Source: an optimization exercise on an open RTL-to-GDS flow (aim: small area, a short achievable clock period and few clock cycles). Production flows keep margins and buffers that such runs may drop.
Where RTL was checked, it was by simulation tests only, not by an equivalence proof against the original.

==> inputs of trial 3 <==
==> flow/design.v (excerpt) <==
module top(
    input wire clk,
    input wire rst_n,
    output wire [31:0] iaddr,
    output wire ice,
    input wire [31:0] inst,
    output wire dce,
    output wire [31:0] daddr,
    output wire [3:0] we,
    output wire [31:0] din,
    input wire [31:0] dm
);
Settings: LEC_CHECK=0, ABC_CLOCK_PERIOD_IN_PS=4000, CAP_MARGIN=20, CORE_MARGIN=2, CORE_UTILIZATION=40, SETUP_SLACK_MARGIN=5, SLEW_MARGIN=20; clock period 10.0 ns.
run.sh (not shown) runs the stock make flow with config.mk's settings and CLKGATE_MAP_FILE= SYNTH_SCRIPT=/design/flow/synth_recipe.tcl, a recipe that flattens the netlist after the stock synthesis.
==> trial 94: changes against trial 3 <==
--- a/flow/design.v
+++ b/flow/design.v
@@ -47,26 +47,21 @@
     output wire dset,            
     output wire [31:0] sh_in,
     output wire [4:0] sh_amt,
     input wire [31:0] sh_out,
     output wire busy,
     output wire busy_next
 );
 localparam IDLE = 2'd0, MUL = 2'd1, DSET = 2'd2, DIV = 2'd3;
-reg [32:0] hi;                
-reg [32:0] hc;                
-reg cin;                      
-reg hi_cs;                    
-reg [31:0] lo;
+reg [31:0] hi, lo;
 reg neg_hi, neg_lo;
 reg [1:0] st;
 reg [4:0] cnt;
-reg [32:0] dv;               
-reg dset_q;                  
+reg [31:0] dv;               
 reg [5:0] za, zb;            
 assign busy = (st != IDLE);
 assign busy_next = (st == IDLE) ? (start_mul | start_div) :
                    (st == MUL) ? (cnt[1:0] != 2'd3) :
                    (st == DSET) ? (zb != 6'd32 && zb >= za) :
                    (cnt != 5'd0);
 function [5:0] clz;
     input [31:0] x;
@@ -100,136 +95,121 @@
         y = {x, xl};
         for (j = 0; j < 4; j = j + 1) begin
             booth_dec[j] = y[2*j] ^ y[2*j+1];
             booth_dec[4+j] = (~y[2*j+2] & y[2*j+1] & y[2*j]) | (y[2*j+2] & ~y[2*j+1] & ~y[2*j]);
             booth_dec[8+j] = y[2*j+2];
         end
     end
 endfunction
-wire [40:0] r0 = {8'b0, hi};
-wire [40:0] r5 = {8'b0, hc};
-wire [40:0] r6 = {2'b0, 1'b1, 1'b0, 1'b1, 1'b0, 1'b1, 1'b0, 1'b1, 25'b0,
-                  b_neg[3], 1'b0, b_neg[2], 1'b0, b_neg[1], 1'b0, b_neg[0]};
+wire [40:0] r0 = {{9{hi[31]}}, hi};
 wire [40:0] r1, r2, r3, r4;
+wire [40:0] r5 = {34'b0, b_neg[3], 1'b0, b_neg[2], 1'b0, b_neg[1], 1'b0, b_neg[0]};
 genvar k;
 generate
     for (k = 0; k < 4; k = k + 1) begin : booth
-        wire [33:0] mag = ({34{b_one[k]}} & {dv[31], dv[31], dv[31:0]}) | ({34{b_two[k]}} & {dv[31], dv[31:0], 1'b0});
-        wire [33:0] row = mag ^ {34{b_neg[k]}};
-        wire [40:0] ext = {7'b0, ~row[33], row[32:0]} << (2 * k);
+        wire [32:0] mag = ({33{b_one[k]}} & {dv[31], dv}) | ({33{b_two[k]}} & {dv, 1'b0});
+        wire [32:0] row = mag ^ {33{b_neg[k]}};
+        wire [40:0] ext = {{8{row[32]}}, row} << (2 * k);
         if (k == 0) assign r1 = ext;
-        if (k == 1) assign r2 = {ext[40:1], cin};
+        if (k == 1) assign r2 = ext;
         if (k == 2) assign r3 = ext;
         if (k == 3) assign r4 = ext;
     end
 endgenerate
 wire [40:0] s1 = r0 ^ r1 ^ r2;
 wire [40:0] c1 = {(r0[39:0] & r1[39:0]) | (r0[39:0] & r2[39:0]) | (r1[39:0] & r2[39:0]), 1'b0};
 wire [40:0] s2 = r3 ^ r4 ^ r5;
 wire [40:0] c2 = {(r3[39:0] & r4[39:0]) | (r3[39:0] & r5[39:0]) | (r4[39:0] & r5[39:0]), 1'b0};
 wire [40:0] s3 = s1 ^ c1 ^ s2;
 wire [40:0] c3 = {(s1[39:0] & c1[39:0]) | (s1[39:0] & s2[39:0]) | (c1[39:0] & s2[39:0]), 1'b0};
 wire [40:0] s4 = s3 ^ c3 ^ c2;
 wire [40:0] c4 = {(s3[39:0] & c3[39:0]) | (s3[39:0] & c2[39:0]) | (c3[39:0] & c2[39:0]), 1'b0};
-wire [40:0] s5 = s4 ^ c4 ^ r6;
-wire [40:0] c5 = {(s4[39:0] & c4[39:0]) | (s4[39:0] & r6[39:0]) | (c4[39:0] & r6[39:0]), 1'b0};
-wire [8:0] lowb = {1'b0, s5[7:0]} + {1'b0, c5[7:0]};
-wire [31:0] n1 = (hi_cs ? hi[31:0] : ~hi[31:0]) + (hi_cs ? hc[31:0] : 32'd0) + {31'b0, hi_cs ? cin : 1'b1};
-wire [31:0] n2 = 32'd0 - lo;
-assign mf_hi = (hi_cs | neg_hi) ? n1 : hi[31:0];
+wire [40:0] prod = s4 + c4;
+wire [31:0] n1 = 32'd0 - hi;
+wire [31:0] n2 = 32'd0 - ((st == DSET) ? dv : lo);
+assign mf_hi = neg_hi ? n1 : hi;
 assign mf_lo = neg_lo ? n2 : lo;
 wire [5:0] sh = zb - za;
-wire bneg = neg_hi ^ neg_lo;             
-assign dset = dset_q;
-assign sh_in = dv[31:0];
+wire [31:0] abs_b = (neg_hi ^ neg_lo) ? n2 : dv;
+assign dset = (st == DSET);
+assign sh_in = abs_b;
 assign sh_amt = sh[4:0];
 wire [31:0] dv_al = sh_out;
-wire [33:0] diff = {2'b0, hi[31:0]} + ({dv[32], dv} ^ {34{~bneg}}) + {33'b0, ~bneg};
-wire ge = ~diff[33];
+wire [32:0] diff = {1'b0, hi} - {1'b0, dv};
+wire ge = ~diff[32];
 always @(posedge clk or negedge rst_n) begin
     if (!rst_n) begin
         st <= IDLE;
-        hi <= 33'b0;
-        hc <= 33'b0;
-        cin <= 1'b0;
-        hi_cs <= 1'b0;
-        dset_q <= 1'b0;
+        hi <= 32'b0;
         lo <= 32'b0;
         neg_hi <= 1'b0;
         neg_lo <= 1'b0;
         cnt <= 5'd0;
         b_one <= 4'b0;
         b_two <= 4'b0;
         b_neg <= 4'b0;
     end else begin
-        dset_q <= (st == IDLE) & ~start_mul & start_div;
         case (st)
         IDLE: begin
             if (start_mul) begin
-                hi <= {1'b1, 32'b0};
-                hc <= 33'b0;
-                cin <= 1'b0;
-                hi_cs <= 1'b1;
+                hi <= 32'b0;
                 lo <= b;
                 neg_hi <= 1'b0;
                 neg_lo <= 1'b0;
                 cnt <= 5'd0;
                 {b_neg, b_two, b_one} <= booth_dec(b[7:0], 1'b0);
                 st <= MUL;
             end else if (start_div) begin
-                hi <= {1'b0, a};
-                hi_cs <= 1'b0;
+                hi <= a;
                 neg_hi <= a[31];
                 neg_lo <= a[31] ^ b[31];
                 st <= DSET;
             end
         end
         MUL: begin
-            hi <= s5[40:8];
-            hc <= c5[40:8];
-            cin <= lowb[8];
-            lo <= {lowb[7:0], lo[31:8]};
+            hi <= prod[39:8];
+            lo <= {prod[7:0], lo[31:8]};
             {b_neg, b_two, b_one} <= booth_dec(lo[15:8], lo[7]);
             cnt <= cnt + 5'd1;
             if (cnt[1:0] == 2'd3) st <= IDLE;
         end
         DSET: begin
-            hi <= {1'b0, mf_hi};
+            hi <= mf_hi;
             if (zb == 6'd32) begin           
                 lo <= 32'hffffffff;
                 st <= IDLE;
             end else if (zb < za) begin      
                 lo <= 32'b0;
                 st <= IDLE;
             end else begin
                 lo <= 32'b0;
                 cnt <= sh[4:0];
                 st <= DIV;
             end
         end
         DIV: begin
-            if (ge) hi <= {1'b0, diff[31:0]};
+            if (ge) hi <= diff[31:0];
             lo <= {lo[30:0], ge};
             cnt <= cnt - 5'd1;
             if (cnt == 5'd0) st <= IDLE;
         end
         endcase
     end
 end
 always @(posedge clk) begin
     if (st == IDLE) begin
-        if (start_mul) dv <= {a[31], a};
-        else if (start_div) dv <= {b[31], b};
+        if (start_mul) dv <= a;
+        else if (start_div) dv <= b;
         za <= clz_abs(a);
         zb <= clz_abs(b);
     end else if (st == DSET) begin
-        dv <= {bneg, dv_al};
+        dv <= dv_al;
     end else if (st == DIV) begin
-        dv <= {dv[32], dv[32:1]};
+        dv <= {1'b0, dv[31:1]};
     end
 end
 endmodule
 module top(
     input wire clk,
     input wire rst_n,
     output wire [31:0] iaddr,
     output wire ice,
@@ -240,23 +220,25 @@
     output wire [31:0] din,
     input wire [31:0] dm
 );
 reg [31:0] pc_f;             
 reg        kill_d;           
 reg [31:0] e_a;              
 reg [31:0] e_b;              
 reg [31:0] e_alt;            
+reg [15:0] e_imm16;
 reg [4:0]  e_dest;
 reg        e_wreg;
 reg        e_add, e_sub, e_slt, e_sltu, e_and, e_or, e_sll, e_lui, e_jal;
 reg        e_mfhi, e_mflo, e_mult, e_div;
 reg        e_beq, e_bne, e_jr, e_pred;
 reg        e_load, e_lb, e_store, e_sb;
 reg        e_imm;            
+reg        e_zext;           
 reg        fa_m, fa_w, fa_x, fb_m, fb_w, fb_x;
 reg [31:0] m_res;
 reg [4:0]  m_dest;
 reg        m_wreg, m_load, m_lb, m_dce;
 reg [3:0]  m_we;
 reg [31:0] m_din;
 reg [31:0] w_res;
 reg [4:0]  w_dest;
@@ -308,22 +290,22 @@
               i_sb | i_sw | i_beq | i_bne;
 wire wr_rd  = i_add | i_subu | i_slt | i_and | i_sll | i_mfhi | i_mflo;
 wire wr_rt  = i_ori | i_lui | i_addiu | i_sltiu | i_lb | i_lw;
 wire [4:0] d_dest = i_jal ? 5'd31 : wr_rt ? rt : rd;
 wire d_wreg = (wr_rd | wr_rt | i_jal) & (d_dest != 5'd0);
 wire [4:0] d_rsn = (d_valid & use_rs) ? rs : 5'd0;
 wire [4:0] d_rtn = (d_valid & use_rt) ? rt : 5'd0;
 wire [31:0] rd1, rd2, r31;
-wire [31:0] btarget = pc_f4 + {{14{imm[15]}}, imm, 2'b00};     
-wire pred_b  = (i_beq | i_bne) & imm[15];
+wire [10:0] bsum = {1'b0, pc_f4[11:2]} + {1'b0, imm[9:0]};
+wire pred_b  = (i_beq | i_bne) & (&imm[15:10]) & bsum[10];
 wire pred_jr = i_jr & (rs == 5'd31);
 wire take_d  = d_valid & (i_j | i_jal | pred_jr | pred_b);
 wire [31:0] d_target = pred_jr ? r31 :
-                       pred_b ? btarget :
+                       pred_b ? {pc_f4[31:12], bsum[9:0], pc_f4[1:0]} :
                        {pc_f[31:28], ir[25:0], 2'b00};
 regfile regfile(
     .clk(clk),
     .rst_n(rst_n),
     .we(w_wreg),
     .wa(w_dest),
     .wd(w_val),
     .ra1(rs),
@@ -347,42 +329,45 @@
 wire md_op = e_mfhi | e_mflo | e_mult | e_div;
 reg stall_r;
 assign stall = stall_r;
 wire d_mdop = d_valid & (i_mfhi | i_mflo | i_mult | i_div);
 wire md_start_div = e_div & ~stall & ~md_busy;
 wire nstall = (stall ? ((fa_m | fb_m) & m_load) : nhz) |
               (md_start_div & (stall ? e_sll : d_valid & i_sll)) |
               ((stall ? md_op : d_mdop) & md_busy_next);
-wire [31:0] opb = e_imm ? e_alt : fb;
+wire [31:0] immx = {e_zext ? 16'b0 : {16{e_imm16[15]}}, e_imm16};
+wire [31:0] opb = e_imm ? immx : fb;
 wire sub = e_sub | e_slt | e_sltu;
 wire [33:0] sum2 = {1'b0, fa, 1'b1} + {1'b0, sub ? ~opb : opb, sub};
 wire [32:0] sum = sum2[33:1];
 wire lt_s = (fa[31] ^ opb[31]) ? fa[31] : sum[31];
 wire lt_u = ~sum[32];
 wire md_dset;
 wire [31:0] md_sh_in;
 wire [4:0] md_sh_amt;
-wire [31:0] shl = (md_dset ? md_sh_in : fb) << (md_dset ? md_sh_amt : e_alt[10:6]);
+wire [31:0] shl = (md_dset ? md_sh_in : fb) << (md_dset ? md_sh_amt : e_imm16[10:6]);
 wire [31:0] mf_hi, mf_lo;
 wire mf = e_mfhi | e_mflo;
 wire [31:0] mfres = e_mfhi ? mf_hi : mf_lo;
 wire [31:0] e_res = ({32{e_add | e_sub}} & sum[31:0]) |
                     {31'b0, (e_slt & lt_s) | (e_sltu & lt_u)} |
                     ({32{e_and}} & (fa & opb)) |
                     ({32{e_or}} & (fa | opb)) |
                     ({32{e_sll}} & shl) |
-                    ({32{e_lui | e_jal}} & e_alt) |
+                    ({32{e_lui}} & {e_imm16, 16'b0}) |
+                    ({32{e_jal}} & e_alt) |
                     ({32{mf}} & mfres);
+wire [31:0] btarget = e_alt + {{14{e_imm16[15]}}, e_imm16, 2'b00};
 wire eq = (fa == fb);
 wire taken = (e_beq & eq) | (e_bne & ~eq);
 wire br_mis = (e_beq | e_bne) & (taken ^ e_pred);
 wire jr_mis = e_jr & (~e_pred | (e_alt != fa));
 assign redirect = ~stall & (br_mis | jr_mis);
-assign redirect_pc = e_jr ? fa : e_alt;
+assign redirect_pc = e_jr ? fa : taken ? btarget : e_alt;
 hilo hilo_reg(
     .clk(clk),
     .rst_n(rst_n),
     .start_mul(e_mult & ~stall),
     .start_div(e_div & ~stall),
     .a(fa),
     .b(fb),
     .mf_hi(mf_hi),
@@ -432,17 +417,17 @@
 always @(posedge clk or negedge rst_n) begin
     if (!rst_n) begin
         e_dest <= 5'd0; e_wreg <= 1'b0;
         e_add <= 1'b0; e_sub <= 1'b0; e_slt <= 1'b0; e_sltu <= 1'b0;
         e_and <= 1'b0; e_or <= 1'b0; e_sll <= 1'b0; e_lui <= 1'b0; e_jal <= 1'b0;
         e_mfhi <= 1'b0; e_mflo <= 1'b0; e_mult <= 1'b0; e_div <= 1'b0;
         e_beq <= 1'b0; e_bne <= 1'b0; e_jr <= 1'b0; e_pred <= 1'b0;
         e_load <= 1'b0; e_lb <= 1'b0; e_store <= 1'b0; e_sb <= 1'b0;
-        e_imm <= 1'b0;
+        e_imm <= 1'b0; e_zext <= 1'b0;
     end else if (!stall) begin
         e_dest <= d_dest;
         e_wreg <= d_valid & d_wreg;
         e_add <= d_valid & (i_add | i_addiu | i_lb | i_lw | i_sb | i_sw);
         e_sub <= d_valid & i_subu;
         e_slt <= d_valid & i_slt;
         e_sltu <= d_valid & i_sltiu;
         e_and <= d_valid & i_and;
@@ -458,30 +443,28 @@
         e_bne <= d_valid & i_bne;
         e_jr <= d_valid & i_jr;
         e_pred <= pred_jr | pred_b;
         e_load <= d_valid & (i_lb | i_lw);
         e_lb <= i_lb;
         e_store <= d_valid & (i_sb | i_sw);
         e_sb <= i_sb;
         e_imm <= i_addiu | i_sltiu | i_ori | i_lb | i_lw | i_sb | i_sw;
+        e_zext <= i_ori;
     end
 end
 always @(posedge clk) begin
     if (stall) begin
         e_a <= fa;
         e_b <= fb;
     end else begin
         e_a <= rd1;
         e_b <= rd2;
-        e_alt <= i_jal ? pc_f4 :
-                 (i_beq | i_bne) ? (pred_b ? pc_f4 : btarget) :
-                 i_jr ? r31 :
-                 i_lui ? {imm, 16'b0} :
-                 i_ori ? {16'b0, imm} : {{16{imm[15]}}, imm};
+        e_alt <= i_jr ? r31 : pc_f4;
+        e_imm16 <= imm;
     end
 end
 always @(posedge clk or negedge rst_n) begin
     if (!rst_n) begin
         m_dest <= 5'd0; m_wreg <= 1'b0; m_load <= 1'b0; m_lb <= 1'b0;
         m_dce <= 1'b0; m_we <= 4'b0;
     end else begin
         m_dest <= e_dest;
==> flow/flow/run.sh (new file) <==
#!/bin/bash
# Standard ORFS layout, with timing repair aiming for extra setup slack.
# Each ORFS step writes its own log under orfs/logs/; make's output goes
# to flow_make.log.
set -o pipefail
MARGIN=$(cat flow/margin.txt)
bash standard.sh SETUP_SLACK_MARGIN=$MARGIN finish > flow_make.log 2>&1
==> flow/flow/margin.txt (new file) <==
6
==> flow/standard.sh (new file) <==
#!/bin/bash
# synth_recipe.tcl (not shown) runs the flow's synth.tcl, then flattens the netlist and writes it again
# the make line also repeats each setting of config.mk as NAME=value (left out here)
make -C /OpenROAD-flow-scripts/flow DESIGN_CONFIG=/design/flow/config.mk WORK_HOME=/design/flow/orfs CLKGATE_MAP_FILE= SYNTH_SCRIPT=/design/flow/synth_recipe.tcl "${@:-finish}"
- SETUP_SLACK_MARGIN: 5 -> unset
removed: flow/run.sh
==> run notes <==
item	trial 3	trial 94
Status	finished clean	finished clean
Share of the final layout cell area in multi-input gates	44.1%	44.3%
Number of ordinary and repair buffers in the finished layout	511	982
Total standard cell area after synthesis	0.0910 mm²	0.0895 mm²
FF+latch count, synth	1503	1482
Register-to-Register Setup Slack	5030 ps	4630 ps
Routed wirelength normalized by instance count	41.5 µm	42.4 µm
Time the worst path needs with I/O delays and setup	5060 ps	5370 ps
Critical hold path startpoint	e_lb	m_lb
Synthesized net count	9203	9216
Post-CTS Setup Inserts	11	334
Worst setup path category	primary input to flip-flop	flip-flop to flip-flop
Testbench counts of trial 3, summed over its fixed seeds: cycles 42,920.
Function not checked in trial 94: the RTL went through the layout flow alone.

## static timing again, ports no longer ideal
In the flow no input, the clock included, has a driving cell. The finished layouts below were timed again as built, in two steps. Step 1 (the two cells are an assumption about what drives the block):
set clk [get_ports {clk}]
set_driving_cell -lib_cell sky130_fd_sc_hd__clkbuf_16 $clk
set_driving_cell -lib_cell sky130_fd_sc_hd__buf_2 [delete_from_list [all_inputs] $clk]
Step 2, shift: input delay + t, output delay - t, t = (earliest + latest rising clock arrival at the registers) / 2. This alone moves slack from input paths to output paths. a / b / c = no drivers / after step 1 / after step 2; a / b = the first two.
run | t, ns | setup WS [ns] | hold slack, ns | worst setup path at the end | pins driven straight from the clock port
trial 3 | 0.930 | 4.940 / 5.014 / 4.084 | 0.383 / 0.383 / 0.383 | input to register | 1
trial 94 | 0.949 | 4.633 / 4.633 / 4.633 | 0.364 / 0.364 / 0.364 | register to register | 1
After both steps setup and hold are still met in every run listed. For trial 3, which loses most, drivers alone change the setup slack by +0.074 ns; drivers and shift together by -0.856 ns.
